From an optimization exercise on the open Yosys and OpenROAD flow, aimed at small area and a short achievable clock period; shortcuts taken in it are not production practice. Function was checked by simulation only, so behaviour that the tests miss may differ from the original. The clock input has no modelled driver; a real chip could not lean on it and would need a root buffer or a full tree. Power and IR drop assume default switching activity.

## multiplier
module multiplier(clk, INPUT_A, INPUT_B, RES);
  input clk;
  input [7:0] INPUT_A, INPUT_B;
  output reg [15:0] RES;
  reg [7:0] a_r, b_r;
  reg r2_p0;
  reg r2_p1;
  reg r2_p2;
  reg r2_p3;
  reg r2_p4;
  reg r2_p5;
  reg r2_cin;
  reg r2_g6;
  reg r2_q6;
  reg r2_g7;
  reg r2_q7;
  reg r2_g8;
  reg r2_q8;
  reg r2_g9;
  reg r2_q9;
  reg r2_g10;
  reg r2_q10;
  reg r2_g11;
  reg r2_q11;
  reg r2_g12;
  reg r2_q12;
  reg r2_g13;
  reg r2_q13;
  reg r2_g14;
  reg r2_q14;
  wire [15:0] prod;
  wire pp1;
  wire pp2;
  wire pp3;
  wire pp4;
  wire pp5;
  wire pp6;
  wire pp7;
  wire pp8;
  wire pp9;
  wire pp10;
  wire pp11;
  wire pp12;
  wire pp13;
  wire pp14;
  wire pp15;
  wire pp16;
  wire pp17;
  wire pp18;
  wire pp19;
  wire pp20;
  wire pp21;
  wire pp22;
  wire pp23;
  wire pp24;
  wire pp25;
  wire pp26;
  wire pp27;
  wire pp28;
  wire pp29;
  wire pp30;
  wire pp31;
  wire pp32;
  wire pp33;
  wire pp34;
  wire pp35;
  wire pp36;
  wire pp37;
  wire pp38;
  wire pp39;
  wire pp40;
  wire pp41;
  wire pp42;
  wire pp43;
  wire pp44;
  wire pp45;
  wire pp46;
  wire pp47;
  wire pp48;
  wire pp49;
  wire pp50;
  wire pp51;
  wire pp52;
  wire pp53;
  wire pp54;
  wire pp55;
  wire pp56;
  wire pp57;
  wire pp58;
  wire pp59;
  wire pp60;
  wire pp61;
  wire pp62;
  wire pp63;
  wire pp64;
  wire s65;
  wire c66;
  wire s67;
  wire c68;
  wire s69;
  wire c70;
  wire s71;
  wire c72;
  wire s73;
  wire c74;
  ...
For scale: ~57 flip-flops, ~33 I/O pins, roughly 2700 um^2 of cells after synthesis.
clock: 4.0 ns
lec_check: 0
cap_margin: 20
core_margin: 2
core_utilization: 40
slew_margin: 20
synth_hierarchical: 1
standard.sh (not shown) runs the stock make flow with config.mk's settings and CLKGATE_MAP_FILE= SYNTH_SCRIPT=/design/flow/synth_recipe.tcl, a recipe that flattens the netlist after the stock synthesis.
==> flow/flow/run.sh <==
#!/bin/bash
# Own layout flow: the standard flow (standard.sh) with the standard synthesis
# unchanged, small port buffers, and (flow/skew.tcl, run after clock tree synthesis)
# a separate delayed clock branch for the internal pipeline register.
# Each step writes its full output to its own log file here.
set -euo pipefail
here=$(pwd)
extra=()
while IFS= read -r line; do
  [[ -z "$line" || "$line" == \#* ]] && continue
  extra+=("${line//@HERE@/$here}")
done < flow/extra.txt
bash standard.sh synth > "$here/synth.log" 2>&1
bash standard.sh "${extra[@]}" floorplan > "$here/floorplan.log" 2>&1
bash standard.sh "${extra[@]}" place > "$here/place.log" 2>&1
bash standard.sh "${extra[@]}" cts > "$here/cts.log" 2>&1
bash standard.sh "${extra[@]}" route > "$here/route.log" 2>&1
bash standard.sh "${extra[@]}" finish > "$here/finish.log" 2>&1
==> flow/flow/extra.txt <==
# make variables for the layout steps (one per line; @HERE@ is the work folder)
BUFFER_PORTS_ARGS=-buffer_cell sky130_fd_sc_hd__buf_1
MATCH_CELL_FOOTPRINT=0
POST_CTS_TCL=@HERE@/flow/skew.tcl
SKEW_PATTERN=r2_*
SKEW_CLOCK_PORT=clk
SKEW_DRIVER=sky130_fd_sc_hd__clkbuf_16
SKEW_CANDIDATES=none sky130_fd_sc_hd__clkbuf_1 sky130_fd_sc_hd__clkbuf_2 sky130_fd_sc_hd__clkdlybuf4s15_1 sky130_fd_sc_hd__clkdlybuf4s18_1 sky130_fd_sc_hd__clkdlybuf4s25_1 sky130_fd_sc_hd__clkdlybuf4s50_1 sky130_fd_sc_hd__dlygate4sd1_1 sky130_fd_sc_hd__dlygate4sd2_1 sky130_fd_sc_hd__dlygate4sd3_1 sky130_fd_sc_hd__clkdlybuf4s50_1+sky130_fd_sc_hd__clkbuf_1 sky130_fd_sc_hd__clkdlybuf4s50_1+sky130_fd_sc_hd__clkbuf_2 sky130_fd_sc_hd__clkdlybuf4s50_1+sky130_fd_sc_hd__clkbuf_4 sky130_fd_sc_hd__clkdlybuf4s50_1+sky130_fd_sc_hd__clkdlybuf4s15_1 sky130_fd_sc_hd__clkdlybuf4s50_1+sky130_fd_sc_hd__clkdlybuf4s18_1 sky130_fd_sc_hd__clkdlybuf4s50_1+sky130_fd_sc_hd__clkdlybuf4s25_1 sky130_fd_sc_hd__clkdlybuf4s50_1+sky130_fd_sc_hd__clkdlybuf4s50_1 sky130_fd_sc_hd__clkdlybuf4s50_1+sky130_fd_sc_hd__dlygate4sd1_1 sky130_fd_sc_hd__clkdlybuf4s25_1+sky130_fd_sc_hd__clkbuf_1 sky130_fd_sc_hd__dlygate4sd3_1+sky130_fd_sc_hd__clkbuf_1 sky130_fd_sc_hd__clkdlybuf4s25_1+sky130_fd_sc_hd__clkbuf_2 sky130_fd_sc_hd__dlygate4sd3_1+sky130_fd_sc_hd__clkbuf_2 sky130_fd_sc_hd__clkdlybuf4s25_1+sky130_fd_sc_hd__clkdlybuf4s15_1 sky130_fd_sc_hd__dlygate4sd3_1+sky130_fd_sc_hd__clkdlybuf4s15_1 sky130_fd_sc_hd__clkdlybuf4s25_1+sky130_fd_sc_hd__clkdlybuf4s25_1 sky130_fd_sc_hd__dlygate4sd3_1+sky130_fd_sc_hd__clkdlybuf4s25_1 sky130_fd_sc_hd__clkdlybuf4s50_1+sky130_fd_sc_hd__clkbuf_1+sky130_fd_sc_hd__clkbuf_1 sky130_fd_sc_hd__clkdlybuf4s50_1+sky130_fd_sc_hd__clkbuf_2+sky130_fd_sc_hd__clkbuf_2
SKEW_HOLD_MARGIN=0.05
SKEW_MAIN_DRIVER=sky130_fd_sc_hd__clkbuf_16
SKEW_RESIZE=a_r*=sky130_fd_sc_hd__dfxtp_2 b_r*=sky130_fd_sc_hd__dfxtp_2
SKEW_SETUP_PUSH=0.3
Other scripts of this flow, unchanged in this note and not shown: flow/flow/skew.tcl, flow/flow/skew_body.tcl
The starting point ran to the end with no violations.
Change:
==> flow/flow/extra.txt (replaced) <==
# make variables for the layout steps (one per line; @HERE@ is the work folder)
BUFFER_PORTS_ARGS=-buffer_cell sky130_fd_sc_hd__buf_1
MATCH_CELL_FOOTPRINT=0
POST_CTS_TCL=@HERE@/flow/skew.tcl
SKEW_PATTERN=r2_*
SKEW_CLOCK_PORT=clk
SKEW_DRIVER=sky130_fd_sc_hd__clkbuf_16
SKEW_CANDIDATES=none sky130_fd_sc_hd__clkbuf_1 sky130_fd_sc_hd__clkbuf_2 sky130_fd_sc_hd__clkdlybuf4s15_1 sky130_fd_sc_hd__clkdlybuf4s18_1 sky130_fd_sc_hd__clkdlybuf4s25_1 sky130_fd_sc_hd__clkdlybuf4s50_1 sky130_fd_sc_hd__clkdlybuf4s50_1+sky130_fd_sc_hd__clkbuf_1 sky130_fd_sc_hd__clkdlybuf4s50_1+sky130_fd_sc_hd__clkbuf_2 sky130_fd_sc_hd__clkdlybuf4s50_1+sky130_fd_sc_hd__clkdlybuf4s15_1 sky130_fd_sc_hd__clkdlybuf4s50_1+sky130_fd_sc_hd__clkdlybuf4s18_1 sky130_fd_sc_hd__clkdlybuf4s50_1+sky130_fd_sc_hd__clkdlybuf4s25_1 sky130_fd_sc_hd__clkdlybuf4s50_1+sky130_fd_sc_hd__clkdlybuf4s50_1
SKEW_HOLD_MARGIN=0.05
SKEW_MAIN_DRIVER=sky130_fd_sc_hd__clkbuf_16
SKEW_RESIZE=a_r*=sky130_fd_sc_hd__dfxtp_2 b_r*=sky130_fd_sc_hd__dfxtp_2
SKEW_SETUP_PUSH=0.6
SKEW_PUSH_ARGS=-skip_gate_cloning -skip_buffering
Cell count is unchanged.
Clock power grows by about 2%.
Routed wire length goes up by about 0.6%.
Final area climbs by about 1.3%.
Worst setup slack improves by 24 ps.
Change:
--- a/flow/flow/extra.txt
+++ b/flow/flow/extra.txt
@@ -10,4 +10,4 @@
 SKEW_MAIN_DRIVER=sky130_fd_sc_hd__clkbuf_16
 SKEW_RESIZE=a_r*=sky130_fd_sc_hd__dfxtp_2 b_r*=sky130_fd_sc_hd__dfxtp_2
-SKEW_SETUP_PUSH=0.6
-SKEW_PUSH_ARGS=-skip_gate_cloning -skip_buffering
+SKEW_SETUP_PUSH=0.3
+SKEW_PUSH_ARGS=-skip_gate_cloning
The changed run went through all stages and came out clean.
Routed wire length went up by 1.5%.
Final area went up by 2.6%.
Core utilization climbs by 1.2 points.
Critical path depth does not change.
Register-to-register slack improves by 50 ps.
Clock power stays flat.
Hold slack gets worse by 8.9 ps.
Change:
--- a/flow/flow/extra.txt
+++ b/flow/flow/extra.txt
@@ -11,3 +11,3 @@
 SKEW_RESIZE=a_r*=sky130_fd_sc_hd__dfxtp_2 b_r*=sky130_fd_sc_hd__dfxtp_2
 SKEW_SETUP_PUSH=0.3
-SKEW_PUSH_ARGS=-skip_gate_cloning
+SKEW_PUSH_ARGS=-skip_gate_cloning -skip_buffering
What happened: Wire length goes down by 1.2%; register-to-register slack degrades by 50 ps; setup slack degrades by 48 ps; critical path depth stays the same; clock power stays flat; synthesized area stays the same; via count goes down by 1.5%; core utilization goes down by 1.2 points; design area goes down by 2.6%; maximum frequency goes down by 2.4%; synthesized cell count stays the same.
No run of this note takes its clock network from TritonCTS; it comes from the design's own scripts or RTL.

re-timing with driven ports:
Ports are ideal in the flow. The routed layouts listed here were re-timed in OpenROAD. Step 1, drivers: a clkbuf_16 drives clk and a buf_2 each remaining input, both assumed. Step 2, shift: input delay + t, output delay - t, t = (earliest + latest rising clock arrival at the registers) / 2. This alone moves slack from input paths to output paths. a / b / c = no drivers / after step 1 / after step 2; a / b = the first two.
run | shift t [ns] | setup WS [ns] | clock arrival spread, ns
the first run | 0.530 | 1.967 / 1.968 / 1.968 | 0.640 / 0.639
the second run | 0.509 | 1.991 / 1.991 / 1.991 | 0.591 / 0.591
the third run | 0.510 | 2.042 / 2.041 / 2.041 | 0.593 / 0.593
the fourth run | 0.510 | 1.994 / 1.994 / 1.994 | 0.593 / 0.593
Clock arrivals are far apart in every run listed, so t is only a midpoint there and step 2 fits no single register. The setup slack of the third run, which loses most, moves by -0.001 ns with the drivers and by -0.001 ns with both steps.
